From an optimization exercise on the open Yosys and OpenROAD flow, aimed at small area, a short achievable clock period and few clock cycles; shortcuts taken in it are not production practice. Only simulation tests tie the RTL to the original design; equivalence was not proved.

File: flow/config.mk
export PLATFORM = sky130hd
export DESIGN_NAME = mult
export DESIGN_NICKNAME = mult
export VERILOG_FILES = /design/flow/design.v
export SDC_FILE = /design/flow/constraint.sdc
export NUM_CORES = 4
export LEC_CHECK = 0
export CAP_MARGIN = 20
export CORE_MARGIN = 2
export CORE_UTILIZATION = 40
export PLACE_DENSITY = 0.6
export SLEW_MARGIN = 20
File: flow/constraint.sdc
create_clock -name core_clock -period 10.0 [get_ports {clock}]
set_input_delay 2.0000 -clock core_clock [delete_from_list [all_inputs] [get_ports {clock}]]
set_output_delay 2.0000 -clock core_clock [all_outputs]
set_load 0.01 [all_outputs]
File: flow/design.v
module mult #(parameter XLEN = 32, parameter NUM_STAGE = 4) 
(
    input clock, reset,
    input start,
    input [1:0] sign,
    input [XLEN-1:0] mcand, mplier,
    output [(2*XLEN)-1:0] product,
    output done
);
    logic [(2*XLEN)-1:0] mcand_out, next_mplier, mcand_in, multiplier_in;
    logic [NUM_STAGE:0][2*XLEN-1:0] internal_mcands, internal_mpliers;
    logic [NUM_STAGE:0][2*XLEN-1:0] internal_sums;
    logic [NUM_STAGE:0] internal_dones;
    assign mcand_in  = sign[0] ? {{XLEN{mcand[XLEN-1]}}, mcand}   : {{XLEN{1'b0}}, mcand} ;
    assign multiplier_in = sign[1] ? {{XLEN{mplier[XLEN-1]}}, mplier} : {{XLEN{1'b0}}, mplier};
    assign internal_mcands[0]   = mcand_in;
    assign internal_mpliers[0]  = multiplier_in;
    assign internal_sums[0] = 'h0;
    assign internal_dones[0]    = start;
    assign done    = internal_dones[NUM_STAGE];
    assign product = internal_sums[NUM_STAGE];
    genvar i;
    for (i = 0; i < NUM_STAGE; ++i) begin : mstage
        mult_stage ms (
            .clock(clock),
            .reset(reset),
            .start(internal_dones[i]),
            .prev_sum(internal_sums[i]),
            .mplier(internal_mpliers[i]),
            .mcand(internal_mcands[i]),
            .product_sum(internal_sums[i+1]),
            .next_mplier(internal_mpliers[i+1]),
            .next_mcand(internal_mcands[i+1]),
            .done(internal_dones[i+1])
        );
    end
    endmodule
module mult_stage (
    input clock, reset, start,
    input [63:0] prev_sum, mplier, mcand,
    output logic [63:0] product_sum, next_mplier, next_mcand,
    output logic done
);
    parameter SHIFT = 64/4;
    logic [63:0] partial_product, shifted_mplier, shifted_mcand;
    assign partial_product = mplier[SHIFT-1:0] * mcand;
    assign shifted_mplier = {{SHIFT{1'b0}}, mplier[63:SHIFT]};
    assign shifted_mcand = {mcand[63-SHIFT:0], {SHIFT{1'b0}}};
    always_ff @(posedge clock) begin
        product_sum <= prev_sum + partial_product;
        next_mplier <= shifted_mplier;
        next_mcand  <= shifted_mcand;
    end
    always_ff @(posedge clock) begin
        if (reset) begin
            done <= 1'b0;
        end else begin
            done <= start;
        end
    end
endmodule  
File: flow/run.sh
#!/bin/bash
# synth_recipe.tcl (not shown) runs the flow's synth.tcl, then flattens the netlist and writes it again
# the make line also repeats each setting of config.mk as NAME=value (left out here)
make -C /OpenROAD-flow-scripts/flow DESIGN_CONFIG=/design/flow/config.mk WORK_HOME=/design/flow/orfs CLKGATE_MAP_FILE= SYNTH_SCRIPT=/design/flow/synth_recipe.tcl finish
==> impl_metrics.tcl <==
set metrics [dict create \
    ff_latch_area_um2 7220 \
    yosys.area_share.simple_pct 13.2 \
    first_global_vias 41600 \
    syn_avg_cell_area_um2 9.51 \
    first_pass_iters 5 \
    synth_mux_area_share_pct 0.0183 \
    final_common_cell "inv_1" \
    die-area_um2 140000 \
    fin_util_pct 43.9 \
    synth_top_family_by_area "adder cells" \
    slew_viol_final 0 \
    synth_xor_area_share_pct 3.85 \
    postCtsHoldBufs 0 \
    syn-cell-area_um2 54700 \
    dp_slack_ns 0.175 \
    max_stage_delay_ns 0.61 \
    synth_compound_area_share_pct 7.05 \
    drcViolationCount 0 \
    antenna_found_initial 7 \
    ant_nets 0 \
    path_class "reg -> reg" \
    area.growth.synth_to_final_pct 8.86 \
    fp.dieH_um 374 \
    place_hpwl_um 121000 \
    topRoutingLayerUsed "met5" \
    cts_setup_buffers 0 \
    r2r_end "mstage[1].ms.product_sum[62]" \
    routed_via_density 4.98 \
    rows 135 \
    ys_seq_elements 360 \
    hold_path.class "reg -> reg" \
    htree_levels 2 \
    grt_setup_unrepaired "false" \
    drt_wl_total_um 146000 \
    period_needed_ns 9.57 \
    worstPathRequired_ns 10.54 \
    wl_met2_um 68200 \
    worstPathArrival_ns 10.10 \
    gp_congestion 0.937 \
    m1WireLength_um 64200 \
    clk_pin_slew_ns 0.06 \
    place_area_um2 58000 \
    clock_skew_ns 0.0384 \
    cts_root_buf "clkbuf_16" \
    finalSetupTns_ns 0 \
    startpoint "mstage[0].ms.next_mplier[1]" \
    crit_path_end_kind "flop" \
    fin_area_um2 59500 \
    synth-main-ff-cell "dfxtp_1" \
    worst_slack_ns 0.434 \
    min_period_over_period_pct 95.7 \
    setup_viol 0 \
    r2r.worst_path.cells 33 \
    hold_violations 0 \
    path_common_cell "fa_1" \
    cts_tree "yes" \
    overflow 0 \
    synth_edf_count 0 \
    dp.cells 7529 \
    first_iter_violations 2479 \
    cts_sinks 360 \
    yosys_warnings 1 \
    crit_slowest_cell "dfxtp_1" \
    start_kind "flop" \
    slew_headroom_pct 29.8 \
    status "complete, no violations" \
    synthCells 5748 \
    die_x_um 374 \
    tightest_slew_ns 1.05 \
    num_vias 37900 \
    start_util_pct 40.3 \
    numCtsBuffers 43 \
    ys_seq_area_share_pct 13.2 \
    max_freq_ghz 0.105 \
    clk_path_buf_depth 3 \
    stdcell_count 7612 \
    coreArea_um2 135000 \
    ctsResizeCount 0 \
    cap_violations 0 \
    crit_path_max_fanout 12 \
    track_usage_pct 21.3 \
    reg2reg_from "mstage[0].ms.next_mplier[1]" \
    io-pin-count 134 \
    synth_async_sr_flop_share_pct 0 \
    syn-num-nets 7359 \
    fillers 13000 \
    worstSkewPairLatency_ns 0.62 \
    dr_wl_met3_um 9500 \
    worstSetupEndpoint "mstage[1].ms.product_sum[62]" \
    drive_gt1_share_pct 3.98 \
    num-nets-final 7404 \
    multi_input_area_um2 41600 \
    synth_fa_ha_area_share_pct 52.0 \
    worst_hold_slack_ns 0.322 \
    layout_common_cells "inv_1 (1235), fa_1 (1219), nand2_1 (800), and2_1 (380), dfxtp_1 (353)" \
    grt_max_degree 34 \
    synth_cell_type_count 71 \
    grt_pass1_wl_um 234000 \
    wl_per_cell_um 19.1 \
    numPortBuffers 133 \
    r2r_slack_ns 0.43 \
]
-- worst max-delay path, delay by kind of cell, from the launching register on --
| family | cells | cell delay (ns) |
|---|---|---|
| adder cells (fa/ha/maj) | 8 | 3.80 |
| AND/OR/NAND/NOR | 8 | 1.79 |
| flip-flops | 1 | 0.61 |
| AO/OA/AOI/OAI | 10 | 2.48 |
| buffers and inverters | 5 | 0.55 |
| XOR/XNOR | 2 | 0.27 |
-- cell type report --
class                           count  share of cell area, %
Multi-Input combinational cell   3901                   70.0
Clock buffer                       55                   2.00
Tap cell                         1781                   3.75
Timing Repair Buffer              252                   3.81
Sequential cell                   360                   12.1
Antenna cell                        3                 0.0126
Clock inverter                     25                  0.540
Inverter                         1235                   7.79
-- state kept, by name, indices dropped and copies added, names as in the netlist --
name and flops:
mstage.ms.done 4, mstage.ms.next_mcand 81, mstage.ms.next_mplier 19, mstage.ms.product_sum 256
-- worst min path at each step --
stage	to	slack [ns]	cells after the start	startpoint
2_1_floorplan	mstage[1].ms.next_mplier[0]	0.31	0	mstage[0].ms.next_mplier[16]
3_3_place_gp	mstage[1].ms.product_sum[9]	0.31	0	mstage[0].ms.product_sum[9]
3_5_place_dp	mstage[1].ms.product_sum[10]	0.31	0	mstage[0].ms.product_sum[10]
4_1_cts	mstage[3].ms.product_sum[16]	0.32	0	mstage[2].ms.product_sum[16]
5_1_grt	mstage[2].ms.product_sum[17]	0.32	0	mstage[1].ms.product_sum[17]
6_report	mstage[3].ms.product_sum[37]	0.32	0	mstage[2].ms.product_sum[37]
-- logic make-up (layout without fill, tap and decap cells) --
family / Yosys count / in the layout
and+or+nand+nor: 1525 / 1525
muxes: 1 / 1
xor gates and xnor gates: 240 / 240
other: 0 / 3
AOI/OAI and AO/OA: 593 / 593
adders and majority gates: 1542 / 1542
DFF: 360 / 360
buffers and inverters: 1487 / 1567
-- synthesized netlist by cell type, types with 5 or more instances --
cell type / n / area, µm²
o21ai_0: 90 / 450
a21oi_1: 186 / 931
o2111ai_1: 6 / 52.6
nor2_1: 120 / 450
a21o_1: 98 / 736
a211oi_1: 23 / 173
nor3_1: 27 / 135
clkbuf_1: 187 / 702
nand2b_1: 27 / 169
o21ai_1: 8 / 40.0
nand4_1: 17 / 106
and3_1: 32 / 200
and2_1: 380 / 2380
ha_1: 323 / 4040
nand3b_1: 5 / 37.5
a31o_2: 8 / 70.1
fa_1: 1219 / 24400
or3_1: 9 / 56.3
a211o_1: 11 / 96.3
inv_1: 1235 / 4640
o31ai_1: 11 / 82.6
o21a_1: 27 / 203
xor2_1: 62 / 543
a31oi_1: 13 / 81.3
a221oi_1: 10 / 87.6
buf_4: 64 / 480
or2_2: 8 / 50.1
and4_1: 7 / 61.3
dfxtp_1: 360 / 7210
nor2b_1: 30 / 188
o21bai_1: 38 / 285
or4_1: 5 / 37.5
nand3_1: 37 / 185
nand2_1: 800 / 3000
o211ai_1: 16 / 120
xnor2_1: 178 / 1560
nor4_1: 9 / 56.3
-- layer usage --
layer | track usage, % | vias up
met1 | 29.0 | 19300
met5 | 0 | -
li1 | - | 17200
met2 | 35.6 | 1202
met3 | 3.26 | 203
met4 | 5.30 | 6
Testbench counts, summed over its fixed seeds: cycles 8,024.

port drivers added, routing unchanged:
The flow's constraints put no driver on any port. The routed layout listed below was extracted and timed again, unchanged, in two steps.
Step 1: set_driving_cell puts a clkbuf_16 on clock and a buf_2 on each other input, an assumption about the parent block.
Step 2 times the ports against the registers' clock, not the clock port: input delays grow and output delays shrink by t, the midpoint of the rising clock arrivals with the driver on.
Three values: ideal ports, drivers, drivers and shift; two values: the first two.
shift t [ns]: 0.667
setup WS [ns]: 0.434 / 0.434 / 0.434
worst setup path at the end: register to register
slew at the worst register clock pin (ns): 0.08 / 0.08
After both steps setup and hold are still met in this run. The setup slack of this run moves by 0.000 ns with the drivers and by 0.000 ns with both steps.
